From an optimization exercise on the open Yosys and OpenROAD flow, aimed at small area, a short achievable clock period and few clock cycles per item; shortcuts taken in it are not production practice. The RTL was checked by simulation tests, not by an equivalence proof against the original design.

## flow/run.sh

```bash
#!/bin/bash
# synth_recipe.tcl (not shown) runs the flow's synth.tcl, then flattens the netlist and writes it again
# the make line also repeats each setting of config.mk as NAME=value (left out here)
make -C /OpenROAD-flow-scripts/flow DESIGN_CONFIG=/design/flow/config.mk WORK_HOME=/design/flow/orfs CLKGATE_MAP_FILE= SYNTH_SCRIPT=/design/flow/synth_recipe.tcl finish
```

## flow/config.mk

```make
export PLATFORM = sky130hd
export DESIGN_NAME = QuantizeBlock
export DESIGN_NICKNAME = QuantizeBlock
export VERILOG_FILES = /design/flow/design.v
export SDC_FILE = /design/flow/constraint.sdc
export NUM_CORES = 4
export LEC_CHECK = 0
export CAP_MARGIN = 20
export CORE_MARGIN = 2
export CORE_UTILIZATION = 40
export SLEW_MARGIN = 20
```

## flow/constraint.sdc

```tcl
create_clock -name core_clock -period 14.0 [get_ports {clk}]
set_input_delay 2.8000 -clock core_clock [delete_from_list [all_inputs] [get_ports {clk}]]
set_output_delay 2.8000 -clock core_clock [all_outputs]
set_load 0.01 [all_outputs]
```

## flow/design.v

```verilog
`timescale 1ns/100ps
module QuantizeBlock#(
 parameter BLOCK_SIZE   = 4,
 parameter IW   = 16
)(
 input                                             clk
,input                                             rst_n
,input                                             start
,input      [IW * BLOCK_SIZE * BLOCK_SIZE - 1 : 0] in
,input      [16 * BLOCK_SIZE * BLOCK_SIZE - 1 : 0] q
,input      [16 * BLOCK_SIZE * BLOCK_SIZE - 1 : 0] iq
,input      [32 * BLOCK_SIZE * BLOCK_SIZE - 1 : 0] bias
,input      [32 * BLOCK_SIZE * BLOCK_SIZE - 1 : 0] zthresh
,input      [16 * BLOCK_SIZE * BLOCK_SIZE - 1 : 0] sharpen
,output     [16 * BLOCK_SIZE * BLOCK_SIZE - 1 : 0] Rout
,output     [16 * BLOCK_SIZE * BLOCK_SIZE - 1 : 0] out
,output                                            nz
,output reg                                        done
);
wire signed [IW - 1:0]in_i     [BLOCK_SIZE * BLOCK_SIZE - 1 : 0];
wire signed [15    :0]q_i      [BLOCK_SIZE * BLOCK_SIZE - 1 : 0];
wire signed [15    :0]iq_i     [BLOCK_SIZE * BLOCK_SIZE - 1 : 0];
wire signed [31    :0]bias_i   [BLOCK_SIZE * BLOCK_SIZE - 1 : 0];
wire signed [31    :0]zthresh_i[BLOCK_SIZE * BLOCK_SIZE - 1 : 0];
wire signed [15    :0]sharpen_i[BLOCK_SIZE * BLOCK_SIZE - 1 : 0];
reg  signed [31    :0]level    [BLOCK_SIZE * BLOCK_SIZE - 1 : 0];
reg  signed [15    :0]Rout_i   [BLOCK_SIZE * BLOCK_SIZE - 1 : 0];
reg  signed [15    :0]out_i    [BLOCK_SIZE * BLOCK_SIZE - 1 : 0];
wire        [15    :0]t;
reg shift;
always @ (posedge clk or negedge rst_n)begin
    if(!rst_n)begin
        done  <= 'b0;
        shift <= 'b0;
    end
    else begin
        shift <= start;
        done  <= shift;
    end
end
genvar i;
generate
for(i = 0; i < BLOCK_SIZE * BLOCK_SIZE; i = i + 1)begin
    assign in_i     [i] = in     [IW * (i + 1) - 1 : IW * i];
    assign q_i      [i] = q      [16 * (i + 1) - 1 : 16 * i];
    assign iq_i     [i] = iq     [16 * (i + 1) - 1 : 16 * i];
    assign bias_i   [i] = bias   [32 * (i + 1) - 1 : 32 * i];
    assign zthresh_i[i] = zthresh[32 * (i + 1) - 1 : 32 * i];
    assign sharpen_i[i] = sharpen[16 * (i + 1) - 1 : 16 * i];
    assign Rout[16 * (i + 1) - 1 : 16 * i] = Rout_i[i];
end
for(i = 0; i < BLOCK_SIZE * BLOCK_SIZE; i = i + 1)begin
    wire sign;
    assign sign = in_i[i][IW - 1];
    wire[31:0]coeff;
    assign coeff = sign ? (sharpen_i[i] - in_i[i]) : (sharpen_i[i] + in_i[i]); 
    wire[31:0]mul_tmp;
    assign mul_tmp = coeff * iq_i[i];
    reg sign_tmp;
    reg[31:0]coeff_tmp;
    always @ (posedge clk or negedge rst_n)begin
        if(!rst_n)begin
            sign_tmp  <= 'b0;
            coeff_tmp <= 'b0;
            level[i]  <= 'b0;
        end
        else begin
            sign_tmp  <= sign;
            coeff_tmp <= coeff;
            level[i]  <= (mul_tmp + bias_i[i]) >>> 17;
        end
    end
    wire signed [31:0]level1;
    assign level1 = (level[i] > 'd2047) ? 'd2047 : level[i];
    wire signed [31:0]level2;
    assign level2 = sign_tmp ? (~level1 + 1'b1) : level1;
    always @ (posedge clk or negedge rst_n)begin
        if(!rst_n)begin
            Rout_i[i] <= 'b0;
            out_i [i] <= 'b0;
        end
        else begin
            if(coeff_tmp > zthresh_i[i])begin
                Rout_i[i] <= level2 * q_i[i];
                out_i [i] <= level2;
            end
            else begin
                Rout_i[i] <= 'b0;
                out_i [i] <= 'b0;
            end
        end
    end
    assign t[i] = out_i[i] != 'b0;
end
endgenerate
assign nz = t[ 0] | t[ 1] | t[ 2] | t[ 3] | t[ 4] | t[ 5] | t[ 6] | t[ 7] |
            t[ 8] | t[ 9] | t[10] | t[11] | t[12] | t[13] | t[14] | t[15];
assign out[ 15:  0] = out_i[ 0];
assign out[ 31: 16] = out_i[ 1];
assign out[ 47: 32] = out_i[ 4];
assign out[ 63: 48] = out_i[ 8];
assign out[ 79: 64] = out_i[ 5];
assign out[ 95: 80] = out_i[ 2];
assign out[111: 96] = out_i[ 3];
assign out[127:112] = out_i[ 6];
assign out[143:128] = out_i[ 9];
assign out[159:144] = out_i[12];
assign out[175:160] = out_i[13];
assign out[191:176] = out_i[10];
assign out[207:192] = out_i[ 7];
assign out[223:208] = out_i[11];
assign out[239:224] = out_i[14];
assign out[255:240] = out_i[15];
endmodule
```

==> run notes <==
## sequential cells by signal, indices dropped and copies added, names as in the netlist
signal             count
Rout_i               256
done                   1
genblk2.coeff_tmp    272
genblk2.sign_tmp      16
level                240
out_i                256
shift                  1
## area by class of cell
cell class	instances	area, sq um
inverter	8491	31900
fill	70500	392000
clock buffer	195	4400
sequential	1042	26100
clock inverter	98	1340
multi-input combinational	22300	234000
timing repair buffer	3091	29700
antenna	314	786
tap	9796	12300
## placed cells by master (no fill, tap or decap), types with 117 or more instances in the layout
master,Yosys,layout
o21a_1,163,163
dfrtp_1,1042,1041
nand2_1,3574,3572
o21ai_0,469,461
clkdlybuf4s50_1,0,2563
ha_1,2873,2873
xnor2_1,1400,1355
nand4_1,164,164
fa_1,5935,5935
nor2_1,1083,1068
nor4_1,146,125
buf_4,1,519
a21oi_1,672,666
xor2_1,364,353
diode_2,0,314
clkbuf_16,0,166
nor2b_1,666,664
nand3_1,131,131
nor3_1,302,300
nand2b_1,195,195
a21o_1,225,225
and3_1,118,117
and2_1,2891,2891
inv_1,8486,8486
## stage by stage
step | utilization [%] | instance area, sq um | hold WS [ns]
floorplan | - | 294000 | 0.331
finish | 46.5 | 340000 | 0.357
global placement | 45.6 | 333000 | 0.335
CTS | 46.3 | 339000 | 0.361
detailed placement | 45.6 | 333000 | 0.349
global route | 46.4 | 340000 | 0.364
## worst paths after layout
| path | startpoint | endpoint | cells past startpoint | slack [ns] |
|---|---|---|---|---|
| worst max-delay path | in[20] | level[1][14] | 37 | 1.35 |
| worst min-delay path | shift | done | 0 | 0.36 |
| worst max register to register | level[7][13] | Rout_i[7][15] | 30 | 4.87 |
| worst min register to register | shift | done | 0 | 0.36 |
| max in group asynchronous | rst_n | genblk2[15].coeff_tmp[0] | 4 | 9.47 |
| min in group asynchronous | rst_n | shift | 1 | 1.76 |
## routing by layer
metal | GRT usage (%) | vias up
met1 | 35.1 | 116000
li1 | - | 102000
met2 | 45.8 | 7887
met3 | 6.66 | 2048
met5 | 0 | -
met4 | 18.0 | 212
## synth_stat cells, types with 20 or more instances
master | instances | area, sq um
or4_1 | 38 | 285
o211ai_1 | 31 | 233
o2111ai_1 | 28 | 245
o41ai_1 | 27 | 236
o21ai_0 | 469 | 2350
o21a_1 | 163 | 1220
clkbuf_1 | 935 | 3510
a211oi_1 | 52 | 390
o21bai_1 | 39 | 293
and2_1 | 2891 | 18100
o31ai_1 | 22 | 165
nand4_1 | 164 | 1030
inv_1 | 8486 | 31900
buf_1 | 30 | 113
a21boi_0 | 76 | 571
o311ai_1 | 26 | 228
nand2_1 | 3574 | 13400
or3_1 | 65 | 407
or2_2 | 32 | 200
nor3b_1 | 27 | 203
nor2_1 | 1083 | 4070
a31oi_1 | 48 | 300
nand3_1 | 131 | 656
xnor2_1 | 1400 | 12300
o311ai_0 | 29 | 254
nor2b_1 | 666 | 4170
nor4_1 | 146 | 913
dfrtp_1 | 1042 | 26100
fa_1 | 5935 | 119000
a22oi_1 | 51 | 383
a21o_1 | 225 | 1690
nor3_1 | 302 | 1510
a211o_1 | 20 | 175
a21oi_1 | 672 | 3360
nand2b_1 | 195 | 1220
and3_1 | 118 | 738
xor2_1 | 364 | 3190
a2bb2oi_1 | 28 | 245
ha_1 | 2873 | 35900
## worst max-delay path, delay by kind of cell
kind | cells | cell delay [ns]
AO/OA/AOI/OAI | 10 | 1.98
XOR/XNOR | 4 | 1.27
adder cells (fa/ha/maj) | 8 | 4.06
buffers and inverters | 4 | 0.63
AND/OR/NAND/NOR | 11 | 2.78
## kinds of logic after synthesis
| family | after synthesis | synth area share (%) |
|---|---|---|
| compound gates | 2197 | 4.87 |
| xor+xnor | 1777 | 5.34 |
| fa+ha+maj | 8808 | 52.6 |
| buf+inv | 9464 | 12.1 |
| flops | 1042 | 8.87 |
| mux | 23 | 0.0842 |
| simple gates | 9495 | 16.1 |
==> flow_summary.toml <==
[global_route]
grt-ovfl-total = 0
grt_start_max_net_pins = 140
track_usage_pct = 28.7
grt_pass1_wl_um = 1580000
antenna_found_initial = 490
grt_pass1_vias = 246000

[floorplan]
initial_core_util_pct = 40.2
fp.dieW_um = 861
top_level_ports = 2565
die_h_um = 861
rows = 314
dieArea_sq_mm = 0.742
core_area_sq_mm = 0.732

[place]
gp_congestion = 0.980
pre_cts_ws_ns = 0.463
post-dp-hpwl_um = 904000
port_buffers = 2564
placedCellCount = 44700

[cts]
post_cts_buffers = 0
cts_buffer_depth = 4
clock_latency_ns = 1.01
numCtsBuffers = 165
clkSinkCount = 1042
cts_tree = "built"
cts_hold_buf = 0
clk_pin_slew_ns = 0.06
cts-resized-gates = 0
cts_root_buf = "clkbuf_16"
htreeDepth = 4

[route]
drtIter0Drc = 14500
vias = 228000
ant_nets = 0
met3_length_um = 87300
wl_met1_um = 411000
via_per_inst = 5.03
drc = 0
wl_um = 1060000
wl_met2_um = 484000
wl_per_cell_um = 23.5
dr.pass1.iters = 8
top_layer_used = "met5"

[logic_synthesis]
yosys_warnings = 4
synth-main-ff-cell = "dfrtp_1"
syn_inst = 32800
synth_area_per_cell_sq_um = 8.97
async_flop_share_pct = 100
syn_nets = 43700
synth_edf_count = 0
syn_area_sq_mm = 0.294
ys_ff_latch = 1042
ys_seq_area_share_pct = 8.87
synth_cell_type_count = 107

[run]
maxCapViolations = 0

[timing]
finalSetupViolations = 0
fmax_mhz = 79.0
timing.setup.tns_ns = 0
tightest_slew_ns = 1.26
timing.final.ws_setup_ns = 1.35
relSlewSlack_pct = 15.2
period_share_pct = 90.4
final.min_clock_period_ns = 12.65
rsz0062_at_grt = "no"
worst_clock_skew_ns = 0.0616
hold_viol_final = 0
drv_slew = 0

[worst_setup_path]
max_stage_delay_ns = 0.87
required_ns = 14.90
endpoint_kind = "flop"
cpMostUsedCell = "fa_1"
arrival_ns = 13.55
crit_path_start_kind = "primary input"
worst_path_max_delay_cell = "xnor2_2"
crit_type = "primary input to flop"
path_max_fanout = 8

[final_layout]
syn2layout_area_growth_pct = 15.6
drive_above_1_share_pct = 3.04
nets = 46000
final_cells = 45300

[run_status]
status = "finished clean"

[worst_hold_path]
hold_path_class = "flop to flop"
Testbench counts, summed over its fixed seeds: cycles 35,848, blocks 32,000.

-- port drivers added, routing unchanged --
How much do the figures lean on ideal ports? The routed layout below was timed once more, with nothing changed but the port constraints.
Step 1: set_driving_cell puts a clkbuf_16 on clk and a buf_2 on each other input, an assumption about the parent block.
Step 2 times the ports against the registers' clock, not the clock port: input delays grow and output delays shrink by t, the midpoint of the rising clock arrivals with the driver on.
a / b / c = ideal / step 1 / step 2; a / b = the first two.
t (ns): 1.092
setup slack, ns: 1.349 / 1.351 / 0.259
worst hold slack (ns): 0.357 / 0.357 / 0.357
After both steps this run still meets setup and hold. The setup slack of this run moves by +0.002 ns with the drivers and by -1.090 ns with both steps.
